From an optimization exercise on the open Yosys and OpenROAD flow, aimed at small area and a short achievable clock period; shortcuts taken in it are not production practice. Where RTL was checked, it was by simulation tests only, not by an equivalence proof against the original. Power figures rest on the tool's default switching activity, not on a simulated workload.

// ArithmaticUnit
module ArithmaticUnit(
		input wire clock_i, isWb_i, enable_i,
		input wire [4:0] wbAddress_i,
		input wire [6:0] opCode_i,
		input wire [15:0] pOperand_i, sOperand_i,
		output reg wbEnable_o,
		output reg [4:0] wbAddress_o,
		output reg [15:0] wbData_o,
		output reg [1:0] statusWriteback_o  
    );
For scale: ~450 cells after synthesis, roughly 4300 sq um of cells after synthesis.
clock: 8.0 ns
lec_check: 0
cap_margin: 20
core_margin: 2
core_utilization: 45
setup_slack_margin: 2.5
slew_margin: 20
synth_hierarchical: 1
synth_minimum_keep_size: 0
standard.sh (not shown) runs the stock make flow with config.mk's settings and CLKGATE_MAP_FILE= SYNTH_SCRIPT=/design/flow/synth_recipe.tcl, a recipe that flattens the netlist after the stock synthesis.
==> flow/flow/run.sh <==
#!/bin/bash
# Standard ORFS layout, with smaller port buffers and free cell resizing.
set -euo pipefail
bash standard.sh MATCH_CELL_FOOTPRINT=0 ABC_LOAD_IN_FF=2 "BUFFER_PORTS_ARGS=-buffer_cell sky130_fd_sc_hd__buf_1" finish > make_finish.log 2>&1
The first run passed the timing, design-rule and antenna checks.
Edit:
==> flow/flow/run.sh (replaced) <==
#!/bin/bash
# Standard ORFS layout, with smaller port buffers and free cell resizing.
set -euo pipefail
bash standard.sh MATCH_CELL_FOOTPRINT=0 ABC_LOAD_IN_FF=1 "BUFFER_PORTS_ARGS=-buffer_cell sky130_fd_sc_hd__buf_1" finish > make_finish.log 2>&1
TNS_END_PERCENT = 30   (was default)
Outcome: The new run completed without violations; routed wire length goes down by 2.3%; via count goes down by 3.2%; die area barely changes; total power goes down by 3.0%; worst setup slack barely changes; critical path depth goes down by 4; area after synthesis is about the same; final area goes down by 2.0%; sequential share of layout area goes up by 0.30 points.
Edit:
CORE_UTILIZATION = 50   (was 45)
SETUP_SLACK_MARGIN = 2.4   (was 2.5)
TNS_END_PERCENT = default   (was 30)
Result: Final cell count came out lower slightly; wire length rose by roughly a tenth; cell area is higher by a few percent; fmax is lower by a few percent; die area fell by roughly a tenth; total power rises by a few percent; non-clock buffer count goes up by 13; worst hold slack is about the same; worst setup slack degrades by 0.12 ns; clock power is higher by a few percent.
Edit:
==> flow/flow/run.sh (replaced) <==
#!/bin/bash
# The standard ORFS layout (standard.sh) with three ORFS variables changed:
#  - ports are buffered with buf_1 (buffer_ports otherwise picks clkdlybuf4s50_1,
#    a slow delay cell that MATCH_CELL_FOOTPRINT would then keep);
#  - MATCH_CELL_FOOTPRINT=0, so timing repair may resize cells across footprints;
#  - ABC_LOAD_IN_FF=1, so ABC maps the one-cell modules to their smallest size.
# make's output goes to make_finish.log; each ORFS step logs under orfs/logs/.
set -euo pipefail
bash standard.sh MATCH_CELL_FOOTPRINT=0 ABC_LOAD_IN_FF=1 "BUFFER_PORTS_ARGS=-buffer_cell sky130_fd_sc_hd__buf_1" finish > make_finish.log 2>&1
CORE_UTILIZATION = 45   (was 50)
SETUP_SLACK_MARGIN = 2.5   (was 2.4)
Effect: Cell area shrinks by 2.0%; routed wire length shrinks by 12%; die area grows by 11%.
Edit:
==> flow/flow/run.sh (replaced) <==
#!/bin/bash
# Standard ORFS layout, with smaller port buffers and free cell resizing.
set -euo pipefail
bash standard.sh MATCH_CELL_FOOTPRINT=0 ABC_LOAD_IN_FF=1 "BUFFER_PORTS_ARGS=-buffer_cell sky130_fd_sc_hd__buf_1" finish > make_finish.log 2>&1
CORE_UTILIZATION = 50   (was 45)
SETUP_SLACK_MARGIN = 2.6   (was 2.5)
Clock-buffer cell count is unchanged.
Sequential share of layout area goes down by 0.51 points.
Cell area goes up by 3.6%.
First-iteration DRC count goes up by 20%.
Wire length goes up by 12%.
Hold slack barely changes.
Critical path depth goes up by 4.
Area after synthesis stays the same.

========
## violet
Starting RTL as in the previous note.
clock: 8.0 ns
lec_check: 0
cap_margin: 20
core_margin: 2
core_utilization: 45
gpl_routability_driven: 0
setup_slack_margin: 2.5
slew_margin: 20
synth_hierarchical: 1
synth_minimum_keep_size: 0
==> flow/flow/run.sh <==
#!/bin/bash
# Standard ORFS layout, with smaller port buffers and free cell resizing.
set -euo pipefail
bash standard.sh MATCH_CELL_FOOTPRINT=0 ABC_LOAD_IN_FF=1 "BUFFER_PORTS_ARGS=-buffer_cell sky130_fd_sc_hd__buf_1" finish > make_finish.log 2>&1
violet finished every stage and its layout cleared the timing, design-rule and antenna checks.
[inputs] juniper vs violet
Settings: GPL_ROUTABILITY_DRIVEN removed (was 0); CORE_UTILIZATION changed from 45 to 50.
==> summary.txt <==
- juniper: done, clean on timing, DRC and antenna
- Routed wire in juniper totals more than in violet.
- Maximum frequency: violet and juniper compared, lower one is violet
- Diff violet -> juniper: final worst-path setup slack now larger; sequential power level.
- In juniper the area of the die turned out about 10% lower than in violet.
- As far as cell count after synthesis goes, juniper and violet are indistinguishable; the numbers are identical.
- Total power of juniper is higher than that of violet.
- [diff] design area, juniper relative to violet: improvement
--- input diff juniper..harbor ---
Settings: swapping 50 for 45 in CORE_UTILIZATION; putting TNS_END_PERCENT at 0 where nothing was set.
## What came out
harbor | stages: all done | timing, DRC, antenna: all pass. Looking at total length of routed wires, harbor sits below juniper. In the flow results for harbor and juniper, the met3 routing resource usage after global routing is larger on juniper. On harbor: overall power consumption is about 3% lower than what juniper gave. juniper → harbor: sequential power saw little to no change; total of plain and repair buffers excluding clock buffers saw a decrease. Compared with juniper, harbor ends up with a smaller final cell area.

========
ArithmaticUnit, a different RTL version from the one above (not shown whole).
For scale: about 530 cells after synthesis, about 24 flip-flops, roughly 71 I/O pins, roughly 0.0043 mm2 of cells after synthesis.
Settings: LEC_CHECK=0, ABC_AREA=1, CAP_MARGIN=20, CORE_MARGIN=2, CORE_UTILIZATION=60, SETUP_SLACK_MARGIN=2.5, SLEW_MARGIN=20, SYNTH_HIERARCHICAL=1, SYNTH_MINIMUM_KEEP_SIZE=0; clock period 8.0 ns.
run.sh (not shown) runs the stock make flow with config.mk's settings and CLKGATE_MAP_FILE= SYNTH_SCRIPT=/design/flow/synth_recipe.tcl, a recipe that flattens the netlist after the stock synthesis.
Stock flow here: none of the scripts above is used.
The baseline completed without violations.
Edit:
- SETUP_SLACK_MARGIN: 2.5 -> 2.0
The changed run completed without violations.
Worst setup slack gets worse by 0.37 ns.
Core utilization drops by 5.4 points.
Die area does not change.
Wire length went down by 3.8%.
Clock-buffer cell count does not change.
Design area is lower by 6.5%.
Global-route usage drops by 2.5 points.
No functional check of the RTL was part of any run of this note.

[port drivers added, routing unchanged]
How much do the figures lean on ideal ports? The routed layouts below were timed once more, with nothing changed but the port constraints.
Step 1 (the two cells are an assumption about what drives the block):
set clk [get_ports {clock_i}]
set_driving_cell -lib_cell sky130_fd_sc_hd__clkbuf_16 $clk
set_driving_cell -lib_cell sky130_fd_sc_hd__buf_2 [delete_from_list [all_inputs] $clk]
Step 2 also shifts input and output timing later by t, the mid clock arrival at the registers, as if the neighbouring blocks saw the same clock.
Slacks: ideal / step 1 / step 2; pairs: ideal / step 1.
| run | t, ns | slack for setup (ns) | slew at the worst register clock pin (ns) | cell pins on the clock port's net |
|---|---|---|---|---|
| the first run of note 1 | 0.285 | 2.713 / 2.719 / 2.433 | 0.09 / 0.09 | 1 |
| the second run of note 1 | 0.292 | 2.713 / 2.718 / 2.426 | 0.09 / 0.09 | 1 |
| the third run of note 1 | 0.299 | 2.597 / 2.607 / 2.308 | 0.10 / 0.10 | 1 |
| the fourth run of note 1 | 0.292 | 2.713 / 2.718 / 2.426 | 0.09 / 0.09 | 1 |
| the fifth run of note 1 | 0.296 | 2.815 / 2.821 / 2.525 | 0.10 / 0.10 | 1 |
| violet | 0.290 | 2.668 / 2.675 / 2.384 | 0.09 / 0.09 | 1 |
| juniper | 0.309 | 2.763 / 2.774 / 2.465 | 0.09 / 0.09 | 1 |
| harbor | 0.292 | 2.713 / 2.718 / 2.426 | 0.09 / 0.09 | 1 |
| the first run of note 3 | 0.317 | 2.548 / 2.533 / 2.216 | 0.10 / 0.10 | 1 |
| the second run of note 3 | 0.308 | 2.175 / 2.183 / 1.874 | 0.11 / 0.11 | 1 |
After both steps setup and hold are still met in every run listed. The setup slack of the first run of note 3, which loses most, moves by -0.015 ns with the drivers and by -0.332 ns with both steps.
